Source: an optimization exercise on an open RTL-to-GDS flow (aim: small area, a short achievable clock period and few clock cycles). Production flows keep margins and buffers that such runs may drop.
Only simulation tests tie the RTL to the original design; equivalence was not proved.
No activity file was given, so power comes from the tool's default toggle rates.

==> flow/design.v (excerpt) <==
module CPU(
    input  wire        clk,
    input  wire        reset,
    output wire [31:0] mem_addr,
    output wire [31:0] mem_wdata,
    output wire        mem_wr,
    input  wire [31:0] mem_rdata
);
For scale: ~4500 cells after synthesis, roughly 99 I/O pins, about 0.059 mm² of cells after synthesis.
==> flow/config.mk <==
export PLATFORM = sky130hd
export DESIGN_NAME = CPU
export DESIGN_NICKNAME = CPU
export VERILOG_FILES = /design/flow/design.v
export SDC_FILE = /design/flow/constraint.sdc
export NUM_CORES = 4
export LEC_CHECK = 0
export CAP_MARGIN = 35
export CORE_MARGIN = 2
export CORE_UTILIZATION = 30
export CTS_BUF_LIST = sky130_fd_sc_hd__clkbuf_8
export CTS_CLUSTER_DIAMETER = 50
export CTS_CLUSTER_SIZE = 12
export PLACE_DENSITY = 0.35
export SLEW_MARGIN = 35
==> flow/constraint.sdc <==
create_clock -name core_clock -period 18.0 [get_ports {clk}]
set_input_delay 3.6000 -clock core_clock [delete_from_list [all_inputs] [get_ports {clk}]]
set_output_delay 3.6000 -clock core_clock [all_outputs]
set_load 0.01 [all_outputs]
standard.sh (not shown) runs the stock make flow with config.mk's settings and CLKGATE_MAP_FILE= SYNTH_SCRIPT=/design/flow/synth_recipe.tcl, a recipe that flattens the netlist after the stock synthesis.
==> flow/flow/run.sh <==
#!/bin/bash
# Standard synthesis unchanged, then the standard ORFS layout with repair_timing
# aiming for a setup margin against the design's clock (MARGIN ns), and CTS
# without dummy clock loads (same clustering and buffer as config.mk).
set -e
MARGIN=12.75
CTS="-sink_clustering_enable -repair_clock_nets -sink_clustering_size 12 -sink_clustering_max_diameter 50 -buf_list sky130_fd_sc_hd__clkbuf_8 -dont_use_dummy_load"
bash standard.sh synth > synth.log 2>&1
bash standard.sh SETUP_SLACK_MARGIN=$MARGIN "CTS_ARGS=$CTS" finish > layout.log 2>&1
The baseline went through all stages and came out clean.
Testbench counts at the start, summed over its fixed seeds: cycles 25,639.
Edit:
==> flow/flow/run.sh (replaced) <==
#!/bin/bash
# Standard synthesis unchanged, then the standard ORFS layout with repair_timing
# aiming for a setup margin against the design's clock (MARGIN ns).
set -e
MARGIN=12.5
bash standard.sh synth > synth.log 2>&1
bash standard.sh SETUP_SLACK_MARGIN=$MARGIN finish > layout.log 2>&1
CORE_UTILIZATION = 45   (was 30)
PLACE_DENSITY = 0.55   (was 0.35)
Count of clock-buffer cells in the layout is lower by 12.
First-iteration DRC count is higher by 36%.
Maximum frequency is lower by 2.9%.
Total power is lower by 6.4%.
Setup slack gets worse by 0.17 ns.
Combinational power is lower by 17%.
Non-clock buffer count is lower by 184.
Worst hold slack gets better by 0.015 ns.
Utilization is higher by 16 points.

run 1:
The RTL this note starts from:
==> flow/design.v <==
module CPU(
    input  wire        clk,
    input  wire        reset,
    output wire [31:0] mem_addr,
    output wire [31:0] mem_wdata,
    output wire        mem_wr,
    input  wire [31:0] mem_rdata
);
    reg  [31:0] rf [0:31];
    reg         rst_q;
    reg  [15:0] mar;         
    reg  [15:0] lf;          
    reg         mwr;
    reg  [31:0] wdata;
    assign mem_addr  = {16'd0, mar};
    assign mem_wdata = wdata;
    assign mem_wr    = mwr;
    reg         s0_f, s1_f, s2_f;      
    reg         s0_ld, s1_ld, s2_ld;   
    reg  [4:0]  s0_rt, s1_rt, s2_rt;   
    reg  [15:0] s1_pc, s2_pc;
    reg  [31:0] ir;          
    reg  [31:0] sel_a, sel_b;    
    reg         e_v;
    reg         e_hz;        
    reg         e_we;
    reg  [4:0]  e_wd;
    reg  [15:0] e_pc;
    reg  [1:0]  e_imm;       
    reg         e_link;      
    reg  [1:0]  e_rsel;      
    reg         e_add;       
    reg         e_sub;
    reg         e_shl, e_sra, e_shvar;
    reg         e_ld, e_st;
    reg         e_br;
    reg  [1:0]  e_bty;       
    reg         e_jmp;       
    reg         e_jr;
    function [31:0] rinit(input [4:0] r);
        rinit = (r == 5'd2 || r == 5'd3) ? 32'd1 : (r == 5'd29) ? 32'd227 : 32'd0;
    endfunction
    integer i;
    reg  [31:0] ra, rb;
    always @* begin
        ra = 32'd0;
        rb = 32'd0;
        for (i = 0; i < 32; i = i + 1) begin
            ra = ra | (rf[i] & {32{sel_a[i]}});
            rb = rb | (rf[i] & {32{sel_b[i]}});
        end
    end
    wire [16:0] pc4 = {1'b0, e_pc} + 17'd4;
    reg  [31:0] immv;
    always @* begin
        case (e_imm)
            2'd1: immv = {{16{ir[15]}}, ir[15:0]};
            2'd2: immv = {ir[15:0], 16'd0};
            2'd3: immv = ir;
            default: immv = e_link ? {15'd0, pc4} : 32'd0;
        endcase
    end
    wire [31:0] va = ra;
    wire [31:0] vb = rb | immv;
    wire [31:0] opb = e_sub ? ~vb : vb;
    wire [31:0] sum = va + opb + {31'd0, e_sub};
    wire        lt  = (va[31] ^ vb[31]) ? va[31] : sum[31];
    wire        eq  = (va == vb);
    wire [31:0] sh_in  = e_shvar ? va : vb;
    wire [4:0]  sh_amt = e_shvar ? vb[4:0] : ir[10:6];
    reg  [31:0] sh_rev;
    always @* for (i = 0; i < 32; i = i + 1) sh_rev[i] = sh_in[31 - i];
    wire [31:0] sh_src = e_shl ? sh_rev : sh_in;
    wire [31:0] sh_r   = $signed({e_sra & sh_in[31], sh_src}) >>> sh_amt;
    reg  [31:0] sh_out;
    always @* for (i = 0; i < 32; i = i + 1) sh_out[i] = e_shl ? sh_r[31 - i] : sh_r[i];
    reg [31:0] e_oth;
    always @* begin
        case (e_rsel)
            2'd1: e_oth = va & vb;
            2'd2: e_oth = {31'd0, lt};
            2'd3: e_oth = sh_out;
            default: e_oth = 32'd0;
        endcase
    end
    wire [31:0] e_res = e_add ? sum : e_oth;
    reg cond;
    always @* begin
        case (e_bty)
            2'd0: cond = eq;
            2'd1: cond = ~eq;
            2'd2: cond = ~lt & ~eq;
            default: cond = lt | eq;
        endcase
    end
    wire e_ok    = e_v & ~e_hz;
    wire e_redir = e_v & (e_hz | e_jmp | e_jr | (e_br & cond));
    wire e_dm    = e_ok & (e_ld | e_st);
    wire [15:0] btgt   = pc4[15:0] + {ir[13:0], 2'b00};
    wire [15:0] e_rtgt = e_hz ? e_pc : e_jr ? va[15:0] : e_br ? btgt : {ir[13:0], 2'b00};
    wire [15:0] daddr  = va[15:0] + ir[15:0];
    wire        wen    = e_ok & e_we;
    always @(posedge clk) rst_q <= reset;
    genvar g;
    generate
        for (g = 0; g < 32; g = g + 1) begin : rfw
            always @(posedge clk)
                if (rst_q | (wen & (e_wd == g))) rf[g] <= e_res | (rst_q ? rinit(g) : 32'd0);
        end
    endgenerate
    wire [31:0] ins = mem_rdata;
    wire [5:0]  op  = ins[31:26];
    wire [4:0]  rs  = ins[25:21];
    wire [4:0]  rt  = ins[20:16];
    wire [4:0]  rd  = ins[15:11];
    wire [5:0]  fn  = ins[5:0];
    wire rtype = (op == 6'd0);
    wire f_add = rtype & (fn == 6'd32);
    wire f_sub = rtype & (fn == 6'd34);
    wire f_and = rtype & (fn == 6'd36);
    wire f_slt = rtype & (fn == 6'd42);
    wire f_srl = rtype & (fn == 6'd0);
    wire f_sll = rtype & (fn == 6'd2);
    wire f_sra = rtype & (fn == 6'd3);
    wire f_sllv = rtype & (fn == 6'd4);
    wire f_srav = rtype & (fn == 6'd7);
    wire f_jr  = rtype & (fn == 6'd8);
    wire o_addi = (op == 6'd8);
    wire o_lui  = (op == 6'd15);
    wire o_beq  = (op == 6'd4);
    wire o_bne  = (op == 6'd5);
    wire o_bgt  = (op == 6'd7);
    wire o_ble  = (op == 6'd6);
    wire o_lw   = (op == 6'd35);
    wire o_sw   = (op == 6'd43);
    wire o_j    = (op == 6'd2);
    wire o_jal  = (op == 6'd3);
    wire o_br   = o_beq | o_bne | o_bgt | o_ble;
    wire r_alu  = f_add | f_sub | f_and | f_slt;
    wire r_sh   = f_srl | f_sll | f_sra | f_sllv | f_srav;
    wire use_rs = r_alu | f_sllv | f_srav | f_jr | o_addi | o_br | o_lw | o_sw;
    wire use_rt = r_alu | r_sh | o_br | o_sw;
    wire we_d   = r_alu | r_sh | o_addi | o_lui | o_jal;    
    wire [4:0] wd_d = (r_alu | r_sh) ? rd : (o_jal ? 5'd31 : rt);
    wire has_dst = we_d | o_lw;
    function conflict(input [4:0] r);
        conflict = (use_rs & (rs == r)) | (use_rt & (rt == r)) | (has_dst & (wd_d == r));
    endfunction
    wire hz = (e_ok & e_ld & conflict(e_wd)) | (s0_ld & conflict(s0_rt)) | (s1_ld & conflict(s1_rt));
    wire d_ins  = s2_f & ~e_redir;
    wire d_ldwb = s2_ld;
    wire d_jump = o_j | o_jal;
    wire p31 = (e_ok & e_ld & (e_wd == 5'd31)) | (s0_ld & (s0_rt == 5'd31)) | (s1_ld & (s1_rt == 5'd31));
    wire d_redir = d_ins & d_jump & ~e_dm & ~(o_jal & p31);
    wire [15:0] d_rtgt = {ins[13:0], 2'b00};
    reg  [15:0] mar_n;
    reg         fetch_n;
    always @* begin
        if (e_redir)      begin mar_n = e_rtgt; fetch_n = 1'b1; end
        else if (e_dm)    begin mar_n = daddr;  fetch_n = 1'b0; end
        else if (d_redir) begin mar_n = d_rtgt; fetch_n = 1'b1; end
        else              begin mar_n = lf + 16'd4; fetch_n = 1'b1; end
    end
    wire squash = e_redir | d_redir;
    always @(posedge clk or posedge reset) begin
        if (reset) begin
            mar  <= 16'd0;
            lf   <= 16'd0;
            mwr  <= 1'b0;
            s0_f <= 1'b1;
            s1_f <= 1'b0;
            s2_f <= 1'b0;
            s0_ld <= 1'b0;
            s1_ld <= 1'b0;
            s2_ld <= 1'b0;
            e_v  <= 1'b0;
            e_add  <= 1'b0;
            e_rsel <= 2'd0;
        end else begin
            mar  <= mar_n;
            if (fetch_n) lf <= mar_n;
            mwr  <= e_ok & e_st;
            s0_f <= fetch_n;
            s1_f <= s0_f & ~squash;
            s2_f <= s1_f & ~squash;
            s0_ld <= e_ok & e_ld;
            s1_ld <= s0_ld;
            s2_ld <= s1_ld;
            e_v  <= d_ldwb | d_ins;
            e_add  <= d_ldwb | ~(f_and | f_slt | r_sh);
            e_rsel <= d_ldwb ? 2'd0 : f_and ? 2'd1 : f_slt ? 2'd2 : r_sh ? 2'd3 : 2'd0;
        end
    end
    always @(posedge clk) begin
        wdata <= vb;
        s0_rt <= e_wd;
        s1_rt <= s0_rt;
        s2_rt <= s1_rt;
        s1_pc <= mar;
        s2_pc <= s1_pc;
        ir    <= mem_rdata;
        e_pc  <= s2_pc;
        e_hz  <= hz & ~d_ldwb;
        for (i = 0; i < 32; i = i + 1) begin
            sel_a[i] <= (rs == i) & ~d_ldwb & ~o_lui & ~o_jal;
            sel_b[i] <= (rt == i) & ~d_ldwb & ~o_addi & ~o_lui & ~o_jal & ~o_lw;
        end
        if (d_ldwb) begin
            e_we <= 1'b1;
            e_wd <= s2_rt;
            e_imm <= 2'd3;
            e_link <= 1'b0;
            e_ld <= 1'b0; e_st <= 1'b0; e_br <= 1'b0; e_jmp <= 1'b0; e_jr <= 1'b0;
            e_sub <= 1'b0;
        end else begin
            e_we  <= we_d;
            e_wd  <= wd_d;
            e_imm <= o_addi ? 2'd1 : o_lui ? 2'd2 : 2'd0;
            e_link <= o_jal;
            e_ld  <= o_lw;
            e_st  <= o_sw;
            e_br  <= o_br;
            e_jmp <= d_jump & (e_dm | (o_jal & p31));
            e_jr  <= f_jr;
            e_sub <= f_sub | f_slt | o_br;
        end
        e_shl   <= f_sll | f_sllv;
        e_sra   <= f_sra | f_srav;
        e_shvar <= f_sllv | f_srav;
        e_bty   <= o_beq ? 2'd0 : o_bne ? 2'd1 : o_bgt ? 2'd2 : 2'd3;
    end
endmodule
==> flow/config.mk <==
export PLATFORM = sky130hd
export DESIGN_NAME = CPU
export DESIGN_NICKNAME = CPU
export VERILOG_FILES = /design/flow/design.v
export SDC_FILE = /design/flow/constraint.sdc
export NUM_CORES = 4
export LEC_CHECK = 0
export CAP_MARGIN = 35
export CORE_MARGIN = 2
export CORE_UTILIZATION = 30
export CTS_BUF_LIST = sky130_fd_sc_hd__clkbuf_8
export CTS_CLUSTER_DIAMETER = 60
export CTS_CLUSTER_SIZE = 16
export PLACE_DENSITY = 0.35
export SLEW_MARGIN = 35
==> flow/constraint.sdc <==
create_clock -name core_clock -period 18.0 [get_ports {clk}]
set_input_delay 3.6000 -clock core_clock [delete_from_list [all_inputs] [get_ports {clk}]]
set_output_delay 3.6000 -clock core_clock [all_outputs]
set_load 0.01 [all_outputs]
==> flow/flow/run.sh <==
#!/bin/bash
# Standard synthesis unchanged, then the standard ORFS layout with repair_timing
# aiming for a setup margin against the design's clock (MARGIN ns), and CTS
# without dummy clock loads (same clustering and buffer as config.mk).
set -e
MARGIN=12.5
CTS="-sink_clustering_enable -repair_clock_nets -sink_clustering_size 16 -sink_clustering_max_diameter 60 -buf_list sky130_fd_sc_hd__clkbuf_8 -dont_use_dummy_load"
bash standard.sh synth > synth.log 2>&1
bash standard.sh SETUP_SLACK_MARGIN=$MARGIN "CTS_ARGS=$CTS" finish > layout.log 2>&1
Run 1 finished all stages; the layout is clean.
Testbench counts of run 1, summed over its fixed seeds: cycles 25,639.
Setup changes, run 1 to run 2
Settings: CTS_CLUSTER_DIAMETER changed from 60 to 50; CTS_CLUSTER_SIZE changed from 16 to 12.
-- flow/flow/run.sh --
<<< run 1, line 7
CTS="-sink_clustering_enable -repair_clock_nets -sink_clustering_size 16 -sink_clustering_max_diameter 60 -buf_list sky130_fd_sc_hd__clkbuf_8 -dont_use_dummy_load"
>>> run 2, line 7
CTS="-sink_clustering_enable -repair_clock_nets -sink_clustering_size 12 -sink_clustering_max_diameter 50 -buf_list sky130_fd_sc_hd__clkbuf_8 -dont_use_dummy_load"
--- outcome ---
Final net count essentially unchanged between run 2 and run 1. From run 1 to run 2 the numbers moved as follows: fraction of power consumed by the clock network climbed 1.3 points; final worst-path setup slack up 0.028 ns; wire length flat; design area now sits at about the same level. On final period utilization: between run 2 and run 1, it ends up lower for run 2. Against run 1, run 2 comes in 1.1 points lower on combinational share of power.
Setup changes, run 2 to run 3
Settings: putting TNS_END_PERCENT at 0 where nothing was set.
Results
- Going from run 2 to run 3, fraction of the cycle the final worst path needs grows by 1.3 points.
- In the flow results for run 2 and run 3, the internal cell power is larger on run 3.
- Fraction of layout instances using a drive strength above 1 in run 3 is 1.2 points below run 2.
- Against run 2, run 3 comes in 3 lower on instance count on the critical path.
- First-pass GRT wire length in run 3 vs run 2: down 7.6 mm
- Multi-input gate share of total cell area: run 2 vs run 3 — no meaningful difference
- In run 3, the number of setup buffers added after CTS came out 38% below the value in run 2.
- The critical path startpoint comes out sel_b[5] in one run and sel_b[8] in the other, namely in run 2 and run 3 respectively.
The inputs of run 4 differ from those of run 3 as listed below.
Settings: TNS_END_PERCENT no longer set, was 0.
==> flow/flow/run.sh <==
#!/bin/bash
# Standard synthesis unchanged, then the standard ORFS layout with repair_timing
# aiming for a setup margin against the design's clock (MARGIN ns).
set -e
MARGIN=12.5
bash standard.sh synth > synth.log 2>&1
bash standard.sh SETUP_SLACK_MARGIN=$MARGIN finish > layout.log 2>&1
Notes after the runs:
- Run 3 -> run 4: post-place instance area flat
- Compared to run 3, run 4 has via count about 2% higher.
- In run 4, the proportion of cell area occupied by multi-input gates came out 0.47 points below the value in run 3.
- Post-detailed-routing wire length up about 1.7% in run 4 wrt run 3
- Of the two candidates, run 3 has the worse highest clock frequency the design can meet and run 4 the better one.
- Run 4: post-layout total power higher than run 3
- Comparing run 4 and run 3, the higher final period utilization was measured on run 3.
- Run 4 vs run 3, instance count: run 4 higher
- [run 4 vs run 3] total routing resource utilization after global routing: higher in run 4
- Re setup fix buffers added after clock tree synthesis: run 4 and run 3 aren't equal, and the lower value belongs to run 3.

[afterwards: timing with drivers on the ports]
The results above use ideal ports. As a check the final layouts listed here were re-extracted and re-timed, cells and wires unchanged.
Step 1 assumes that a clkbuf_16 drives the clock port and a buf_2 every other input.
Step 2 adds t to the input delays and takes it off the output delays; t is the mean of the earliest and latest rising clock arrival at the registers after step 1. Input paths then give back, and output paths get back, about the clock's delay inside the block.
Three values: ideal, step 1, step 2; two values: the first two.
run	t (ns)	setup slack, ns	cell pins on the clock port's net
the first run of note 1	1.041	12.526 / 12.526 / 11.878	1
the second run of note 1	0.992	12.360 / 12.360 / 11.583	1
run 1	1.030	12.427 / 12.427 / 11.722	1
run 2	1.055	12.455 / 12.455 / 11.537	1
run 3	1.040	12.214 / 12.214 / 11.529	1
run 4	1.077	12.490 / 12.490 / 11.596	1
After both steps every run listed still meets setup and hold. For run 2, which loses most, drivers alone change the setup slack by 0.000 ns; drivers and shift together by -0.918 ns.
